Background: an optimization exercise with open tools, aiming at small area, a short achievable clock period and few clock cycles. Do not read the settings as production practice. Only simulation tests tie the RTL to the original design; equivalence was not proved. Power figures rest on the tool's default switching activity, not on a simulated workload.

--- run.sh ---
#!/bin/bash
# synth_recipe.tcl (not shown) runs the flow's synth.tcl, then flattens the netlist and writes it again
# the make line also repeats each setting of config.mk as NAME=value (left out here)
make -C /OpenROAD-flow-scripts/flow DESIGN_CONFIG=/design/flow/config.mk WORK_HOME=/design/flow/orfs CLKGATE_MAP_FILE= SYNTH_SCRIPT=/design/flow/synth_recipe.tcl finish
--- config.mk ---
export PLATFORM = sky130hd
export DESIGN_NAME = Riscv_Multi_Cycle
export DESIGN_NICKNAME = Riscv_Multi_Cycle
export VERILOG_FILES = /design/flow/design.v
export SDC_FILE = /design/flow/constraint.sdc
export NUM_CORES = 4
export LEC_CHECK = 0
export CAP_MARGIN = 20
export CORE_MARGIN = 2
export CORE_UTILIZATION = 40
export SLEW_MARGIN = 20
--- constraint.sdc ---
create_clock -name core_clock -period 12.0 [get_ports {clk}]
set_input_delay 2.4000 -clock core_clock [delete_from_list [all_inputs] [get_ports {clk}]]
set_output_delay 2.4000 -clock core_clock [all_outputs]
set_load 0.01 [all_outputs]
--- design.v ---
module Reg_param #(
parameter width=32,
parameter reset_value = 0
) 
(
input rst, clk, enable,
input [width-1:0]D,
output reg [width-1:0]Q);
always@(negedge rst, posedge clk) begin
    if(!rst)
		    Q  <= reset_value;
	 else if(enable)
		      Q <= D;
			else
			   Q <= Q;
	end
endmodule
module Mux2x1 #(parameter DATA_WIDTH = 32)
(
	input						Selector,
	input			[DATA_WIDTH-1:0]	I_0,
	input			[DATA_WIDTH-1:0]	I_1,
	output reg 	[DATA_WIDTH-1:0]	Mux_Out
);
	always@(*) begin
		case (Selector)
			0	:	Mux_Out = I_0;
			1	:	Mux_Out = I_1;
		endcase	
	end
endmodule
module Mux4x1 #(parameter DATA_WIDTH = 32)
(
	input			[1:0]					Selector,
	input			[DATA_WIDTH-1:0]	I_0,
	input			[DATA_WIDTH-1:0]	I_1,
	input			[DATA_WIDTH-1:0]	I_2,
	input			[DATA_WIDTH-1:0]	I_3,
	output reg 	[DATA_WIDTH-1:0]	Mux_Out
);
	always@(*) begin
		case (Selector)
			0	:	Mux_Out = I_0;
			1	:	Mux_Out = I_1;
			2	:	Mux_Out = I_2;
			3	:	Mux_Out = I_3;
		endcase	
	end	
endmodule
module Mux #(parameter WIDTH = 32)(
input [4:0]       Sel,
input [WIDTH-1:0] Din0, 
input [WIDTH-1:0] Din1,
input [WIDTH-1:0] Din2,
input [WIDTH-1:0] Din3,
input [WIDTH-1:0] Din4,
input [WIDTH-1:0] Din5,
input [WIDTH-1:0] Din6,
input [WIDTH-1:0] Din7,
input [WIDTH-1:0] Din8,
input [WIDTH-1:0] Din9,
input [WIDTH-1:0] Din10,
input [WIDTH-1:0] Din11,
input [WIDTH-1:0] Din12,
input [WIDTH-1:0] Din13,
input [WIDTH-1:0] Din14,
input [WIDTH-1:0] Din15,
input [WIDTH-1:0] Din16,
input [WIDTH-1:0] Din17,
input [WIDTH-1:0] Din18,
input [WIDTH-1:0] Din19,
input [WIDTH-1:0] Din20,
input [WIDTH-1:0] Din21,
input [WIDTH-1:0] Din22,
input [WIDTH-1:0] Din23,
input [WIDTH-1:0] Din24,
input [WIDTH-1:0] Din25,
input [WIDTH-1:0] Din26,
input [WIDTH-1:0] Din27,
input [WIDTH-1:0] Din28,
input [WIDTH-1:0] Din29,
input [WIDTH-1:0] Din30,
input [WIDTH-1:0] Din31,
output reg [WIDTH-1:0] Dout );
always @ (*) begin
    case(Sel)
	     5'b00000    : Dout = Din0;
		  5'b00001    : Dout = Din1;
		  5'b00010    : Dout = Din2;
		  5'b00011    : Dout = Din3;
		  5'b00100    : Dout = Din4;
		  5'b00101    : Dout = Din5;
		  5'b00110    : Dout = Din6;
		  5'b00111    : Dout = Din7;
		  5'b01000    : Dout = Din8;
		  5'b01001    : Dout = Din9;
		  5'b01010    : Dout = Din10;
		  5'b01011    : Dout = Din11;
		  5'b01100    : Dout = Din12;
		  5'b01101    : Dout = Din13;
		  5'b01110    : Dout = Din14;
		  5'b01111    : Dout = Din15;
		  5'b10000    : Dout = Din16;
		  5'b10001    : Dout = Din17;
		  5'b10010    : Dout = Din18;
		  5'b10011    : Dout = Din19;
		  5'b10100    : Dout = Din20;
		  5'b10101    : Dout = Din21;
		  5'b10110    : Dout = Din22;
		  5'b10111    : Dout = Din23;
		  5'b11000    : Dout = Din24;
		  5'b11001    : Dout = Din25;
		  5'b11010    : Dout = Din26;
		  5'b11011    : Dout = Din27;
		  5'b11100    : Dout = Din28;
		  5'b11101    : Dout = Din29;
		  5'b11110    : Dout = Din30;
		  5'b11111    : Dout = Din31;
    endcase
end      
endmodule
module Decoder_Onehot
(
	input			[4:0]		Write_Register,
	output reg	[31:0]	one_hot
);
	always@(*) begin
		case (Write_Register)
			0	:	one_hot = 32'b00000000_00000000_00000000_00000001;
			1	:	one_hot = 32'b00000000_00000000_00000000_00000010;
			2	:	one_hot = 32'b00000000_00000000_00000000_00000100;
			3	:	one_hot = 32'b00000000_00000000_00000000_00001000;
			4	:	one_hot = 32'b00000000_00000000_00000000_00010000;
			5	:	one_hot = 32'b00000000_00000000_00000000_00100000;
			6	:	one_hot = 32'b00000000_00000000_00000000_01000000;
			7	:	one_hot = 32'b00000000_00000000_00000000_10000000;
			8	:	one_hot = 32'b00000000_00000000_00000001_00000000;
			9	:	one_hot = 32'b00000000_00000000_00000010_00000000;
			10	:	one_hot = 32'b00000000_00000000_00000100_00000000;
			11	:	one_hot = 32'b00000000_00000000_00001000_00000000;
			12	:	one_hot = 32'b00000000_00000000_00010000_00000000;
			13	:	one_hot = 32'b00000000_00000000_00100000_00000000;
			14	:	one_hot = 32'b00000000_00000000_01000000_00000000;
			15	:	one_hot = 32'b00000000_00000000_10000000_00000000;
			16	:	one_hot = 32'b00000000_00000001_00000000_00000000;
			17	:	one_hot = 32'b00000000_00000010_00000000_00000000;
			18	:	one_hot = 32'b00000000_00000100_00000000_00000000;
			19	:	one_hot = 32'b00000000_00001000_00000000_00000000;
			20	:	one_hot = 32'b00000000_00010000_00000000_00000000;
			21	:	one_hot = 32'b00000000_00100000_00000000_00000000;
			22	:	one_hot = 32'b00000000_01000000_00000000_00000000;
			23	:	one_hot = 32'b00000000_10000000_00000000_00000000;
			24	:	one_hot = 32'b00000001_00000000_00000000_00000000;
			25	:	one_hot = 32'b00000010_00000000_00000000_00000000;
			26	:	one_hot = 32'b00000100_00000000_00000000_00000000;
			27	:	one_hot = 32'b00001000_00000000_00000000_00000000;
			28	:	one_hot = 32'b00010000_00000000_00000000_00000000;
			29	:	one_hot = 32'b00100000_00000000_00000000_00000000;
			30	:	one_hot = 32'b01000000_00000000_00000000_00000000;
			31	:	one_hot = 32'b10000000_00000000_00000000_00000000;
		endcase
	end	
endmodule
module Reg_File # (parameter ADDR_WIDTH=5, parameter DATA_WIDTH=32)
	(
	input [ADDR_WIDTH-1:0] A1, A2, A3,
	input rst, clk,
	input WE3, 
	input [DATA_WIDTH-1:0] WD3, 
	output [DATA_WIDTH-1:0]RD1, RD2
	);
wire [DATA_WIDTH-1:0] q [DATA_WIDTH-1:0];
wire [DATA_WIDTH-1:0] one_hot;
Decoder_Onehot dec (.Write_Register(A3), .one_hot(one_hot) );
Reg_param zero (.rst(rst), .clk(clk), .enable(one_hot[0]  & WE3 ), .D(0),   .Q(q[0]));
Reg_param ra   (.rst(rst), .clk(clk), .enable(one_hot[1]  & WE3 ), .D(WD3), .Q(q[1]));
Reg_param #(.reset_value(32'h7fffeffc)) sp   (.rst(rst), .clk(clk), .enable(one_hot[2]  & WE3),  .D(WD3), .Q(q[2]));
Reg_param gp   (.rst(rst), .clk(clk), .enable(one_hot[3]  & WE3),  .D(WD3), .Q(q[3]));
Reg_param tp   (.rst(rst), .clk(clk), .enable(one_hot[4]  & WE3),  .D(WD3), .Q(q[4]));
Reg_param t0   (.rst(rst), .clk(clk), .enable(one_hot[5]  & WE3),  .D(WD3), .Q(q[5]));
Reg_param t1   (.rst(rst), .clk(clk), .enable(one_hot[6]  & WE3),  .D(WD3), .Q(q[6]));
Reg_param t2   (.rst(rst), .clk(clk), .enable(one_hot[7]  & WE3),  .D(WD3), .Q(q[7]));
Reg_param s0   (.rst(rst), .clk(clk), .enable(one_hot[8]  & WE3),  .D(WD3), .Q(q[8]));
Reg_param s1   (.rst(rst), .clk(clk), .enable(one_hot[9]  & WE3),  .D(WD3), .Q(q[9]));
Reg_param a0   (.rst(rst), .clk(clk), .enable(one_hot[10] & WE3), .D(WD3), .Q(q[10]));
Reg_param a1   (.rst(rst), .clk(clk), .enable(one_hot[11] & WE3), .D(WD3), .Q(q[11]));
Reg_param a2   (.rst(rst), .clk(clk), .enable(one_hot[12] & WE3), .D(WD3), .Q(q[12]));
Reg_param a3   (.rst(rst), .clk(clk), .enable(one_hot[13] & WE3), .D(WD3), .Q(q[13]));
Reg_param a4   (.rst(rst), .clk(clk), .enable(one_hot[14] & WE3), .D(WD3), .Q(q[14]));
Reg_param a5   (.rst(rst), .clk(clk), .enable(one_hot[15] & WE3), .D(WD3), .Q(q[15]));
Reg_param a6   (.rst(rst), .clk(clk), .enable(one_hot[16] & WE3), .D(WD3), .Q(q[16]));
Reg_param a7   (.rst(rst), .clk(clk), .enable(one_hot[17] & WE3), .D(WD3), .Q(q[17]));
Reg_param s2   (.rst(rst), .clk(clk), .enable(one_hot[18] & WE3), .D(WD3), .Q(q[18]));
Reg_param s3   (.rst(rst), .clk(clk), .enable(one_hot[19] & WE3), .D(WD3), .Q(q[19]));
Reg_param s4   (.rst(rst), .clk(clk), .enable(one_hot[20] & WE3), .D(WD3), .Q(q[20]));
Reg_param s5   (.rst(rst), .clk(clk), .enable(one_hot[21] & WE3), .D(WD3), .Q(q[21]));
Reg_param s6   (.rst(rst), .clk(clk), .enable(one_hot[22] & WE3), .D(WD3), .Q(q[22]));
Reg_param s7   (.rst(rst), .clk(clk), .enable(one_hot[23] & WE3), .D(WD3), .Q(q[23]));
Reg_param s8   (.rst(rst), .clk(clk), .enable(one_hot[24] & WE3), .D(WD3), .Q(q[24]));
Reg_param s9   (.rst(rst), .clk(clk), .enable(one_hot[25] & WE3), .D(WD3), .Q(q[25]));
Reg_param s10   (.rst(rst), .clk(clk), .enable(one_hot[26] & WE3), .D(WD3), .Q(q[26]));
Reg_param s11   (.rst(rst), .clk(clk), .enable(one_hot[27] & WE3), .D(WD3), .Q(q[27]));
Reg_param t3   (.rst(rst), .clk(clk), .enable(one_hot[28] & WE3), .D(WD3), .Q(q[28]));
Reg_param t4   (.rst(rst), .clk(clk), .enable(one_hot[29] & WE3), .D(WD3), .Q(q[29]));
Reg_param t5   (.rst(rst), .clk(clk), .enable(one_hot[30] & WE3), .D(WD3), .Q(q[30]));
Reg_param t6   (.rst(rst), .clk(clk), .enable(one_hot[31] & WE3), .D(WD3), .Q(q[31]));
Mux Mux1to32_1 (
						  .Sel(A1),
						  .Din0(q[0]), 
						  .Din1(q[1]),
						  .Din2(q[2]),
						  .Din3(q[3]),
						  .Din4(q[4]),
						  .Din5(q[5]),
						  .Din6(q[6]),
						  .Din7(q[7]),
						  .Din8(q[8]),
						  .Din9(q[9]),
						  .Din10(q[10]),
						  .Din11(q[11]),
						  .Din12(q[12]),
						  .Din13(q[13]),
						  .Din14(q[14]),
						  .Din15(q[15]),
						  .Din16(q[16]),
						  .Din17(q[17]),
						  .Din18(q[18]),
						  .Din19(q[19]),
						  .Din20(q[20]),
						  .Din21(q[21]),
						  .Din22(q[22]),
						  .Din23(q[23]),
						  .Din24(q[24]),
						  .Din25(q[25]),
						  .Din26(q[26]),
						  .Din27(q[27]),
						  .Din28(q[28]),
						  .Din29(q[29]),
						  .Din30(q[30]),
						  .Din31(q[31]),
						  .Dout(RD1) 
					);
Mux Mux1to32_2 (
						  .Sel(A2),
						  .Din0(q[0]), 
						  .Din1(q[1]),
						  .Din2(q[2]),
						  .Din3(q[3]),
						  .Din4(q[4]),
						  .Din5(q[5]),
						  .Din6(q[6]),
						  .Din7(q[7]),
						  .Din8(q[8]),
						  .Din9(q[9]),
						  .Din10(q[10]),
						  .Din11(q[11]),
						  .Din12(q[12]),
						  .Din13(q[13]),
						  .Din14(q[14]),
						  .Din15(q[15]),
						  .Din16(q[16]),
						  .Din17(q[17]),
						  .Din18(q[18]),
						  .Din19(q[19]),
						  .Din20(q[20]),
						  .Din21(q[21]),
						  .Din22(q[22]),
						  .Din23(q[23]),
						  .Din24(q[24]),
						  .Din25(q[25]),
						  .Din26(q[26]),
						  .Din27(q[27]),
						  .Din28(q[28]),
						  .Din29(q[29]),
						  .Din30(q[30]),
						  .Din31(q[31]),
						  .Dout(RD2) 
					);
endmodule
module Decoder(
    input [31:0] instr,
    output [6:0] opcode,
    output [2:0] funct3,
    output [6:0] funct7,
    output [4:0] rs1,
    output [4:0] rs2,
    output [4:0] rd,
    output [11:0] imm
);
assign opcode = instr[6:0];
assign funct3 = instr[14:12];
assign funct7 = instr[31:25];
assign rs1 = instr[19:15];
assign rs2 = instr[24:20];
assign rd = instr[11:7];
assign imm = { {20{instr[31]}}, instr[31:20] };
endmodule
module rv32i_imm_gen (
  input [6:0] opcode,
  input [2:0] funct3,
  input [6:0] funct7,
  input [4:0] rs1,
  input [4:0] rs2,
  input [4:0] rd,
  input [11:0] imm_in,
  output reg [31:0] imm
);
  always @* begin
    case (opcode)
      7'h03:  
        imm = { {20{imm_in[11] }} , {imm_in[11:0]} };
      7'h13:  
        case (funct3)
          3'b000:  
				 imm = { {20{imm_in[11] }} , {imm_in[11:0]} };
          3'b010:  
             imm = { {20{imm_in[11] }} , {imm_in[11:0]} };
          3'b011:  
             imm = { {20{imm_in[11] }} , {imm_in[11:0]} };
          3'b100:  
             imm = { {20{imm_in[11] }} , {imm_in[11:0]} };
          3'b110:  
            imm = { {20{imm_in[11] }} , {imm_in[11:0]} };
          3'b111:  
            imm = { {20{imm_in[11] }} , {imm_in[11:0]} };
          3'b001:  
			   imm = { {27{imm_in[11]}} , {imm_in[4:0]} };
			 3'b101:  
			   imm = { {27{imm_in[11]}} , {imm_in[4:0]} };
			 default:imm = 1;  
		 endcase
      7'h6F:  
		  imm = {  {12{imm_in[11] }},  rs1[4:0]   , funct3[2:0] , imm_in[0], imm_in[10:1], 1'b0};
		7'h63:  
		    imm = {   {20{funct7[6]}} , rd[0], funct7[5:0], rd[4:1], 1'b0};
		7'h23:  
		  imm = {  {20{funct7[6]}} ,funct7[6:0],rd[4:0] };
		7'h67:  
	     imm = { {20{imm_in[11] }} , {imm_in[11:0]} };
		7'h33:  
		  imm = { {16{1'b0}}, rs2[4:0], funct7[6:0] };
		7'h17:   
		  imm = { funct7[6:0], rs2[4:0], rs1[4:0] , funct3[2:0], {12{1'b0}} };
		default:imm = 1;  
    endcase
  end
 endmodule 
module ALU # (parameter DATA_WIDTH = 32)
(
	input			[3: 0]					Control,
	input			[DATA_WIDTH-1: 0]		A,
	input			[DATA_WIDTH-1: 0]		B,
	output reg 	[DATA_WIDTH-1: 0] 	Result
);
	always @ (*) begin
		Result = 32'b0;
		case (Control)
			4'b0000	:	Result = A + B;
			4'b0001	:	Result = A - B;
			4'b0010	:	Result = A * B;
			4'b0011	:	Result = A & B;
			4'b0100	:	Result = A | B;
			4'b0101	: 	Result = A ^ B;
			4'b0110	: 	Result = A << B;
			4'b0111	: 	Result = A >> B;
		    4'b1000	:	Result = (A < B) ? 32'd1 : 32'd0;
			default:		Result = 32'b0;
		endcase
	end
endmodule
module ALU_Decoder
(
	input 		[1:0]	ALU_Op,
	input 		[2:0]	Funct3,
	input       [6:0] Funct7,
	output reg	[3:0]	ALU_Control
);
	localparam	add_d  = 12'b00_xxx_xxxxxxx,
	            add    = 12'b10_000_0000000,
	            addi   = 12'b11_000_xxxxxxx,
	            sub 	 = 12'b01_xxx_xxxxxxx,
					mul    = 12'b10_000_0000001,
					slti   = 12'b11_010_xxxxxxx,
					slli   = 12'b11_001_xxxxxxx,
					sll    = 12'b10_001_0000000,
					andi   = 12'b11_111_xxxxxxx,
					andd   = 12'b10_111_xxxxxxx;
	always@({ALU_Op,Funct3, Funct7}) begin
		casex({ALU_Op,Funct3, Funct7})
		   add_d :  ALU_Control = 4'b0000;
			add	:	ALU_Control = 4'b0000;
			addi	:	ALU_Control = 4'b0000;
			sub	:	ALU_Control = 4'b0001;
			mul	:	ALU_Control = 4'b0010;
			andi	:	ALU_Control = 4'b0011;
			andd	:	ALU_Control = 4'b0011;
			slti   :	ALU_Control = 4'b1000;
			slli  :	ALU_Control = 4'b0110;
			sll   :	ALU_Control = 4'b0110;
			default: 	ALU_Control = 4'b0000;  
		endcase
	end
endmodule
module Control_Signals
(
	input 			clk,
	input 			reset,
	input		[6:0]	Op,
	input 	[2:0] Funct3,
	input 	[6:0] Funct7,
	output  			PC_Write,
	output			I_or_D,
	output 			Mem_Write,
	output 			IR_Write,
	output 	[1:0]	Mem_to_Reg,
	output 			Reg_Write,
	output 	[1:0]	ALU_Src_A,
	output 	[1:0]	ALU_Src_B,
	output 	[1:0]	ALU_Op,
	output 	[1:0]	PC_Src,
	output			Branch_n,
	output			Branch
);
	localparam	IF 			= 6'b000000,
					ID 			= 6'b000001,
					EX_R        = 6'b000010,
					EX_I        = 6'b001100,
					JAL         = 6'b001101,
					BEQ         = 6'b001110,
					BNE         = 6'b001111,
					LWSW        = 6'b010000,
					LW          = 6'b100001,
					SW          = 6'b100010,
					JALR        = 6'b100100,
					EX_U_AUIPC	= 6'b011011,
					EX_R_MUL    = 6'b011100,
					WB_R 	      = 6'b011101,
					WB_I	      = 6'b011110,
					WB_J        = 6'b100011,
					M_WB        = 6'b011111,
				   M_WB2       = 6'b100101;
	reg	[5:0]		state ;
	reg	[5:0]		next_state;
	reg	[16:0]	control_bus;
	always@(posedge clk) begin
		if(!reset) state <= IF; 
		else state <= next_state;
	end
	always@(state or Op or Funct3 or Funct7) begin
		control_bus = 17'b0_0_0_0_00_00_0_00_00_00_00_0;
		case (state)
			IF	:	begin
						control_bus = 17'b1_0_0_1_00_0_00_01_00_00_0_0;     
						next_state = ID;
					end
			ID		:	begin
							  control_bus = 17'b0_0_0_0_00_0_10_10_00_00_0_0;
						   next_state =    					  (Op == 7'b011_0011) ? (Funct7 == 7'b000_0001) ? EX_R_MUL : EX_R : 
							                                (Op == 7'b110_0011) ? (Funct3 == 3'b000)       ? BEQ     : BNE  :
																	  (Op == 7'b001_0011) ? EX_I :
																	  (Op == 7'b110_1111) ? JAL  :
																	  (Op == 7'b010_0011) ? LWSW : 
																	  (Op == 7'b110_0111) ? JALR : 
																	  (Op == 7'b000_0011) ? LWSW :
																	  (Op == 7'b001_0111) ? EX_U_AUIPC : IF;
                     end 
			EX_R	:	begin
							control_bus = 17'b0_0_0_0_00_0_01_00_10_00_0_0; 
							next_state = WB_R;
						end
		EX_R_MUL	:	begin
							control_bus = 17'b0_0_0_0_00_0_01_00_10_00_0_0; 
							next_state = WB_R;
						end
			WB_R	:	begin
							control_bus = 17'b0_0_0_0_00_1_01_00_00_00_0_0;
							next_state = IF;
						end
			EX_I	: 	begin
							control_bus = 17'b0_0_0_0_00_0_01_10_11_00_0_0 ;
							next_state = WB_I;
						end 
			WB_I	:	begin
							control_bus = 17'b0_0_0_0_00_1_01_00_00_00_0_0;
							next_state = IF;
						end
		 LW		:	begin
							  control_bus = 17'b0_1_0_0_00_0_01_10_00_00_0_0;
							next_state = M_WB;
						end
		 SW		:	begin
							control_bus = 17'b0_1_1_0_00_0_00_00_00_00_0_0;
							next_state = IF;
						end
		JAL		:  begin
						  control_bus = 17'b0_0_0_0_00_0_00_11_00_00_0_0;
						  next_state = WB_J;
						end
		WB_J		:	begin
							  control_bus = 17'b1_0_0_0_00_1_10_10_00_00_0_0;
							next_state = IF;
						end
      BEQ	   :  begin
									control_bus = 17'b0_0_0_0_00_0_01_00_01_10_0_1;
									next_state = IF;
								end
		BNE	   :  begin
									control_bus = 17'b0_0_0_0_00_0_01_00_01_10_1_0;
									next_state = IF;
								end
       LWSW	   :	begin
							control_bus = 17'b0_0_0_0_00_0_01_10_00_00_0_0;
							next_state =  (Op == 7'b010_0011) ? SW : LW ;
						end
		JALR		:	begin
							control_bus = 17'b1_0_0_0_00_0_01_00_00_00_0_0;
							next_state = IF;
						end
		 M_WB	   :	begin
							control_bus = 17'b0_1_0_0_01_1_01_00_00_00_0_0;
							next_state = IF;
						end
	EX_U_AUIPC	:  begin
							control_bus = 17'b0_0_0_0_00_1_10_10_00_00_0_0;
							next_state = IF;
						end
			default	:	next_state = IF;
		endcase
	end
	assign PC_Write 		= control_bus[16];
	assign I_or_D 			= control_bus[15];
	assign Mem_Write 		= control_bus[14];
	assign IR_Write 		= control_bus[13];
	assign Mem_to_Reg 	= control_bus[12:11];
	assign Reg_Write   	= control_bus[10];
	assign ALU_Src_A 		= control_bus[9:8];
	assign ALU_Src_B 		= control_bus[7:6];
	assign ALU_Op    		= control_bus[5:4];
	assign PC_Src    		= control_bus[3:2];
	assign Branch_n 		= control_bus[1];
	assign Branch   		= control_bus[0];
endmodule
module Control_Unit
(
	input 			clk,
	input 			reset,
	input		[6:0]	Op,
	input 	[2:0] Funct3,
	input 	[6:0] Funct7,
	input				Zero,
	output  			PC_En,
	output			I_or_D,
	output 			Mem_Write,
	output 			IR_Write,
	output 	[1:0]	Mem_to_Reg,
	output 			Reg_Write,
	output 	[1:0]	ALU_Src_A,
	output 	[1:0]	ALU_Src_B,
	output 	[3:0]	ALU_Control,
	output 	[1:0]	PC_Src
);
	wire			PC_Write;
	wire			Branch, Branch_n;
	wire	[1:0]	ALU_Op;
	Control_Signals	State_and_Signals	(
														.clk			(clk),
														.reset		(reset),
														.Op			(Op),
														.Funct3		(Funct3),
														.Funct7		(Funct7),
														.PC_Write	(PC_Write),
														.I_or_D		(I_or_D),
														.Mem_Write	(Mem_Write),
														.IR_Write	(IR_Write),
														.Mem_to_Reg	(Mem_to_Reg),
														.Reg_Write	(Reg_Write),
														.ALU_Src_A	(ALU_Src_A),
														.ALU_Src_B	(ALU_Src_B),
														.ALU_Op		(ALU_Op),
														.PC_Src		(PC_Src),
														.Branch_n	(Branch_n),
														.Branch		(Branch)
													);
	ALU_Decoder	Operation	(
										.ALU_Op			(ALU_Op),
										.Funct3			(Funct3),
										.Funct7        (Funct7),
										.ALU_Control	(ALU_Control)
									);
	assign PC_En = PC_Write | (Branch & Zero) | (Branch_n & (!Zero) )  ;
endmodule
module Data_Path #(parameter DATA_WIDTH = 32)(
input clk, reset,
input IRWrite, 			 
input [3:0] ALUControl,  
input IorD,					 
input RegWrite,          
input [1:0] ALUSrcA,     
input [1:0] ALUSrcB,     
input MemWrite,          
input [1:0] MemtoReg,    
input PCEn,					 
input [1:0] PCSrc,   	 
output Zero,
output [6:0] Op,
output [2:0] Funct3,
output [6:0] Funct7,
output [DATA_WIDTH-1:0] mem_addr,   
output [DATA_WIDTH-1:0] mem_wdata,  
input [DATA_WIDTH-1:0] mem_rdata    
);
wire [DATA_WIDTH-1:0] pc, pc_next;
wire [DATA_WIDTH-1:0] ALUOut;
wire [DATA_WIDTH-1:0] Adr;
wire [DATA_WIDTH-1:0] Read_Data;
wire [DATA_WIDTH-1:0] Instr;
wire [6:0] op_d, op_q;
wire [2:0] funct3_d, funct3_q;
wire [6:0] funct7_d, funct7_q;
wire [4:0] rs1_d, rs1_q;
wire [4:0] rs2_d, rs2_q;
wire [4:0] rd_d, rd_q;
wire [11:0] imm_d, imm_q;
wire [DATA_WIDTH-1:0] Write_Data;
wire [DATA_WIDTH-1:0] Data;
wire [DATA_WIDTH-1:0] rd1, rd2, a, b;
wire [DATA_WIDTH-1:0] SrcA, SrcB;
wire [DATA_WIDTH-1:0] ALUResult;
wire [DATA_WIDTH-1:0] Sign_Imm;
wire [DATA_WIDTH-1:0] Shifted_Imm;
wire [DATA_WIDTH-1:0] OldPC;
Reg_param  #
					(
								 .reset_value(32'h400000)
					) 
					Pc 
					(
								 .rst(reset), 
								 .clk(clk), 
								 .enable(PCEn), 
								 .D(pc_next), 
								 .Q(pc)
					);
Mux2x1 instr_or_data (
								 .Selector(IorD),
								 .I_0(pc),
								 .I_1(ALUOut),
								 .Mux_Out(Adr)
						   );
assign mem_addr = Adr;
assign mem_wdata = b;
assign Read_Data = mem_rdata;
Decoder Decoder_rv32I (
								 .instr(Read_Data),  
								 .opcode(op_d),
								 .funct3(funct3_d),
								 .funct7(funct7_d),
								 .rs1(rs1_d),
								 .rs2(rs2_d),
								 .rd(rd_d),
								 .imm(imm_d)
                      );
Reg_param #(.width(7)) IR_opcode (
																			.rst(reset), 
																			.clk(clk), 
																			.enable(IRWrite),	
																			.D(op_d),	
																			.Q(op_q)
																	  );
Reg_param #(.width(5)) IR_rd (
																			.rst(reset), 
																			.clk(clk), 
																			.enable(IRWrite),	
																			.D(rd_d),	
																			.Q(rd_q)
																	  );
Reg_param #(.width(5)) IR_rs1 (
																			.rst(reset), 
																			.clk(clk), 
																			.enable(IRWrite),	
																			.D(rs1_d),	
																			.Q(rs1_q)
																	  );
Reg_param #(.width(5)) IR_rs2 (
																			.rst(reset), 
																			.clk(clk), 
																			.enable(IRWrite),	
																			.D(rs2_d),	
																			.Q(rs2_q)
																	  );
Reg_param #(.width(3)) IR_funct3 (
																			.rst(reset), 
																			.clk(clk), 
																			.enable(IRWrite),	
																			.D(funct3_d),	
																			.Q(funct3_q)
																	  );
Reg_param #(.width(7)) IR_funct7 (
																			.rst(reset), 
																			.clk(clk), 
																			.enable(IRWrite),	
																			.D(funct7_d),	
																			.Q(funct7_q)
																	  );
Reg_param #(.width(12)) IR_imm (
																			.rst(reset), 
																			.clk(clk), 
																			.enable(IRWrite),	
																			.D(imm_d),	
																			.Q(imm_q)
																	  );
Reg_param old_PC (
																			.rst(reset), 
																			.clk(clk), 
																			.enable(IRWrite), 
																			.D(pc), 
																			.Q(OldPC)
																	  );
Reg_param Memory_Data_register (
											.rst(reset), 
											.clk(clk), 
											.enable(1'b1), 
											.D(Read_Data), 
											.Q(Data)
								);
Mux4x1 Write_data_mux ( 
													.Selector(MemtoReg), 
													.I_0(ALUOut), 
													.I_1(Data), 
													.I_2(32'b0), 
													.I_3(32'b0), 
													.Mux_Out(Write_Data)
						    );
rv32i_imm_gen imm_gen  (
												  .opcode(op_q),
												  .funct3(funct3_q),
												  .rs1(rs1_q),
												  .rs2(rs2_q),
												  .rd(rd_q),
												  .funct7(funct7_q),
												  .imm_in(imm_q),
												  .imm(Sign_Imm)
												);
Reg_File Reg_file (
													.A1(rs1_q),  
													.A2(rs2_q), 
													.A3(rd_q),
												   .rst(reset), .clk(clk), 
											   	.WE3(RegWrite), .WD3(Write_Data),
													.RD1(rd1), .RD2(rd2)
                  );
Reg_param A_Register (
													.rst(reset), 
													.clk(clk), 
													.enable(1'b1), 
													.D(rd1), 
													.Q(a)
							);
Reg_param B_Register (
													.rst(reset), 
													.clk(clk), 
													.enable(1'b1), 
													.D(rd2), 
													.Q(b)
							);
Mux4x1 mux_a_input    ( 
													.Selector(ALUSrcA), 
													.I_0(pc), 
													.I_1(a), 
													.I_2(OldPC), 
													.I_3(32'h0), 
													.Mux_Out(SrcA)
						    );							
Mux4x1 mux_b_input    ( 
													.Selector(ALUSrcB), 
													.I_0(b), 
													.I_1(4), 
													.I_2(Sign_Imm), 
													.I_3(0), 
													.Mux_Out(SrcB)
						    );
ALU Alu (
													.Control(ALUControl),
													.A(SrcA),
													.B(SrcB),
													.Result(ALUResult)
        );
Reg_param Result_register (
													.rst(reset), 
													.clk(clk), 
													.enable(1'b1), 
													.D(ALUResult), 
													.Q(ALUOut)
							);
Mux4x1 Result_mux (
								 .Selector(PCSrc),
								 .I_0(ALUResult),
								 .I_1(ALUOut),
								 .I_2(ALUOut),
								 .I_3(ALUResult - 4),
								 .Mux_Out(pc_next)
						   );
assign Op = op_q;
assign Funct3 = funct3_q;
assign Funct7 = funct7_q;
assign Zero = !ALUResult;
endmodule
module Riscv_Multi_Cycle
(
	input 			clk,
	input 			reset,
	output	[31:0]	mem_addr,
	output	[31:0]	mem_wdata,
	output			mem_we,
	input		[31:0]	mem_rdata
);
	wire	[6:0]	Op_w;
	wire	[2:0] Funct3_w;
	wire	[6:0] Funct7_w;
	wire			Zero_w;
	wire 			PC_En_w;
	wire 			I_or_D_w;
	wire 			Mem_Write_w;
	wire 			IR_Write_w;
	wire 	[1:0]	Mem_to_Reg_w;
	wire 			Reg_Write_w;
	wire 	[1:0]	ALU_Src_A_w;
	wire	[1:0]	ALU_Src_B_w;
	wire 	[3:0]	ALU_Control_w;
	wire 	[1:0]	PC_Src_w;
	assign mem_we = Mem_Write_w;
	Control_Unit	Control	(
										.clk				(clk),
										.reset			(reset),
										.Op				(Op_w),
										.Funct3			(Funct3_w),
										.Funct7			(Funct7_w),
										.Zero				(Zero_w),
										.PC_En			(PC_En_w),
										.I_or_D			(I_or_D_w),
										.Mem_Write		(Mem_Write_w),
										.IR_Write		(IR_Write_w),
										.Mem_to_Reg		(Mem_to_Reg_w),
										.Reg_Write		(Reg_Write_w),
										.ALU_Src_A		(ALU_Src_A_w),
										.ALU_Src_B		(ALU_Src_B_w),
										.ALU_Control	(ALU_Control_w),
										.PC_Src			(PC_Src_w)
									);
	Data_Path	#
					(
						.DATA_WIDTH(32)
					)
					DataPath	(
									.clk				(clk),
									.reset			(reset),
									.PCEn			   (PC_En_w),
									.IorD			   (I_or_D_w),
									.MemWrite		(Mem_Write_w),
									.IRWrite		   (IR_Write_w),
									.MemtoReg		(Mem_to_Reg_w),
									.RegWrite		(Reg_Write_w),
									.ALUSrcA		   (ALU_Src_A_w),
									.ALUSrcB		   (ALU_Src_B_w),
									.ALUControl	   (ALU_Control_w),
									.PCSrc			(PC_Src_w),
									.Zero				(Zero_w),
									.Op				(Op_w),
									.Funct3			(Funct3_w),
									.Funct7			(Funct7_w),
									.mem_addr      (mem_addr),
									.mem_wdata     (mem_wdata),
									.mem_rdata     (mem_rdata)
								);
endmodule
==> notes.md <==
==> layout by cell type, fill, tap and decap left out, drive strengths merged, types with 27 or more instances in the layout <==
cell type / synthesis / routed
dfrtp: 1187 / 1187
a221oi: 161 / 161
ha: 187 / 187
diode: 0 / 33
fa: 410 / 410
a22oi: 631 / 631
dfstp: 29 / 29
nor3: 98 / 98
buf: 90 / 323
a22o: 160 / 160
o211ai: 30 / 30
nand2: 868 / 868
a31oi: 54 / 54
a211oi: 32 / 32
a21oi: 601 / 601
or3: 31 / 31
o21ai: 681 / 681
nor2: 997 / 997
clkbuf: 615 / 183
nor4: 27 / 27
clkdlybuf4s50: 0 / 97
a222oi: 66 / 66
or4: 61 / 61
nand3: 258 / 258
nand4: 98 / 98
inv: 489 / 494
o22ai: 27 / 27
nand2b: 33 / 33
xnor2: 74 / 74
mux2: 126 / 126
clkinv: 7 / 46
mux2i: 52 / 52
==> worst max-delay path: cells and delay by family, from the launching register on <==
| family | cells | cell delay, ns |
|---|---|---|
| AOI/OAI and AO/OA | 9 | 2.64 |
| buffers and inverters | 6 | 1.21 |
| xor gates and xnor gates | 1 | 0.40 |
| DFF | 1 | 0.68 |
| and+or+nand+nor | 9 | 2.65 |
| adders and majority gates | 9 | 3.66 |
| muxes | 1 | 0.38 |
==> worst min-delay path by stage <==
| stage | startpoint | end | slack, ns | depth (start not counted) |
|---|---|---|---|---|
| floorplan | DataPath.old_PC.Q[31]$_DFFE_PN0P_ | DataPath.old_PC.Q[31]$_DFFE_PN0P_ | 0.44 | 2 |
| global placement | DataPath.old_PC.Q[31]$_DFFE_PN0P_ | DataPath.old_PC.Q[31]$_DFFE_PN0P_ | 0.46 | 2 |
| detailed placement | DataPath.old_PC.Q[24]$_DFFE_PN0P_ | DataPath.old_PC.Q[24]$_DFFE_PN0P_ | 0.48 | 2 |
| CTS | DataPath.old_PC.Q[24]$_DFFE_PN0P_ | DataPath.old_PC.Q[24]$_DFFE_PN0P_ | 0.50 | 2 |
| global route | DataPath.old_PC.Q[31]$_DFFE_PN0P_ | DataPath.old_PC.Q[31]$_DFFE_PN0P_ | 0.51 | 2 |
| finish | DataPath.old_PC.Q[24]$_DFFE_PN0P_ | DataPath.old_PC.Q[24]$_DFFE_PN0P_ | 0.49 | 2 |
==> cell type report <==
cell class	count	area, µm²	share of cell area (%)
multi-input cells	6137	43800	49.9
flip-flops and latches	1222	30600	34.8
clock buffers	183	3730	4.24
repair buffers	420	3640	4.14
well taps	2526	3160	3.60
inverters	496	1860	2.12
clock inverters	61	905	1.03
diodes	33	82.6	0.0941
==> what timing repair did <==
item,CTS,global route
buffers inserted,0,1
hold buffers,0,0
gates resized for setup,0,5
setup endpoints to repair,0,32
==> kinds of logic after synthesis <==
group / Yosys count / synth area share, %
AOI/OAI and AO/OA: 2669 / 22.7
and+or+nand+nor: 2588 / 14.5
DFF: 1222 / 39.3
buffers and inverters: 1201 / 5.93
adders and majority gates: 597 / 13.5
muxes: 183 / 2.77
xor gates and xnor gates: 100 / 1.27
==> power breakdown <==
group	total, mW	leakage, nW	switching [mW]	internal [mW]
registers	4.55	16.7	0.269	4.28
clock network	4.39	2.24	1.95	2.44
logic	5.57	19.8	4.00	1.57
total	14.5	38.7	6.22	8.30
==> routing by layer <==
metal	vias up	routed length (µm)	share of wire (%)
met2	6359	170000	41
met5	-	632	0.15
li1	30200	-	-
met3	2199	56600	14
met1	37300	145000	35
met4	48	39900	9.7
==> impl_metrics.csv <==
group,metric,value,unit
setup_path,cp.required,12.68,ns
routing,wl_per_cell,37.2,µm
timing,setup_viol,0,
setup_path,path_class,"flip-flop to flip-flop",
setup_path,critical_path.startpoint,"Control.State_and_Signals.state[4]$_SDFF_PN0_",
clocking,clock_sinks,1222,
routing,wl,412000,µm
timing,skew,0.0776,ns
routing,vias,76100,
setup_path,crit_path_frequent_cell,"fa_1",
floorplanning,die_area,0.198,mm²
finish,post-route-cell-area,0.0878,mm²
floorplanning,ioPinCount,99,
logic_synthesis,yosysMostFrequentCell,"dfrtp_1",
finish,instances_no_fill,11100,
clocking,cts_buffers,133,
setup_path,rr_endpoint,"DataPath.Pc.Q[1]$_DFFE_PN0P_",
finish,post-route-util,45.5,%
floorplanning,dieWidth,445,µm
floorplanning,core_area,0.193,mm²
floorplanning,num_rows,161,
setup_path,start_kind,"flip-flop",
timing,fmax,85.0,MHz
clocking,clkLatencyLatePin,0.82,ns
logic_synthesis,synth_nets,9191,
grt,grt_overflow_total,0,
grt,use_met1,49.2,%
power_and_ir_drop,p_per_area,165,mW/mm²
power_and_ir_drop,p_leak,38.7,nW
timing,period_needed,11.76,ns
setup_path,reg2reg_slack,0.24,ns
routing,initialDrtViolationCount,12900,
logic_synthesis,synth_top_cell_area_share,38.1,%
logic_synthesis,synth_common_cells,"dfrtp_1 (1187), nor2_1 (997), nand2_1 (867)",
setup_path,critPathArrivalTime,12.43,ns
setup_path,endpoint_kind,"flip-flop",
logic_synthesis,synth_area_leader_cell,"dfrtp_1",
setup_path,slowest_delay,0.73,ns
setup_path,timing.critical_path.to,"DataPath.Pc.Q[1]$_DFFE_PN0P_",
grt,grt_use_met3,15.5,%
logic_synthesis,ys_types,111,
grt,grt.met2_usage,58.4,%
grt,antenna_found_initial,34,
clocking,path_clk_slew,0.06,ns
logic_synthesis,async_flop_share,99.5,%
logic_synthesis,synth_area_leaders,"dfrtp_1 (38%), fa_1 (11%), a22oi_1 (6.0%)",
logic_synthesis,syn_area,0.0779,mm²
floorplanning,initial_core_util,40.4,%
timing,slew_violations,0,
outcome,status,"no timing/DRC/antenna violations",
timing,whs,0.493,ns
timing,final.setup.tns,0,ns
timing,layout_setup_ws,0.241,ns
finish,fillCellCount,18500,
finish,drive_gt1_share,10.7,%
grt,grt_pass1_wl,571000,µm
logic_synthesis,ys_warn_count,16,
clocking,cts-root-buf,"clkbuf_16",
setup_path,rr_worst_depth,35,
logic_synthesis,synth_seq_cells,1222,
logic_synthesis,avgSynthCellArea,9.10,µm²
routing,ant_nets,0,
routing,drc,0,
setup_path,crit_fanout,15,
grt,grtUsageTotal,40.7,%
setup_path,rr_startpoint,"Control.State_and_Signals.state[4]$_SDFF_PN0_",
clocking,clockBufferDepth,3,
run,cap_violations,0,
timing,period_share,98.0,%
finish,syn2layout_area_growth,12.7,%
logic_synthesis,synth_flop_cell,"dfrtp_1",
setup_path,slowest_stage,"a2111oi_1",
grt,grt_max_degree,171,
timing,rsz0062_at_grt,"no",
placement,place_area,0.0829,mm²
routing,drt_pass1_iterations,13,
logic_synthesis,ys_seq_area_share,39.3,%
min_path,hp-class,"flip-flop to flip-flop",
timing,relSlewSlack,17.8,%
clocking,cts_max_level,4,
grt,busiest_layer,"met2",
power_and_ir_drop,ir_worst_vdd,114,µV
placement,place_ws,0.178,ns
logic_synthesis,synth-edff-count,0,
placement,dp.cells,10800,
floorplanning,die_h,445,µm
power_and_ir_drop,finalPower,14.5,mW
grt,grt_pass1_vias,73100,
placement,place_hpwl,257000,µm
logic_synthesis,synth_cells,8560,
finish,fin_nets,9041,
placement,place_congestion,1.02,
routing,via_per_inst,6.87,
placement,port-buffer-count,98,
timing,worst_pin_slew,1.23,ns
clocking,cts_tree,"built",
timing,final-hold-violation-count,0,
Testbench counts, summed over its fixed seeds: cycles 159,219.

## port drivers added, routing unchanged
The results above use ideal ports. As a check the final layout listed here was re-extracted and re-timed, cells and wires unchanged.
Step 1 (the two cells are an assumption about what drives the block):
set clk [get_ports {clk}]
set_driving_cell -lib_cell sky130_fd_sc_hd__clkbuf_16 $clk
set_driving_cell -lib_cell sky130_fd_sc_hd__buf_2 [delete_from_list [all_inputs] $clk]
Step 2 also shifts input and output timing later by t, the mid clock arrival at the registers, as if the neighbouring blocks saw the same clock.
Slacks: ideal ports / drivers / drivers and shift; pairs: ideal ports / drivers.
t (ns): 0.863
setup WS [ns]: 0.241 / 0.241 / 0.241
worst register clock-pin slew, ns: 0.08 / 0.08
After both steps setup and hold are still met in this run. For this run, drivers alone change the setup slack by 0.000 ns; drivers and shift together by 0.000 ns.
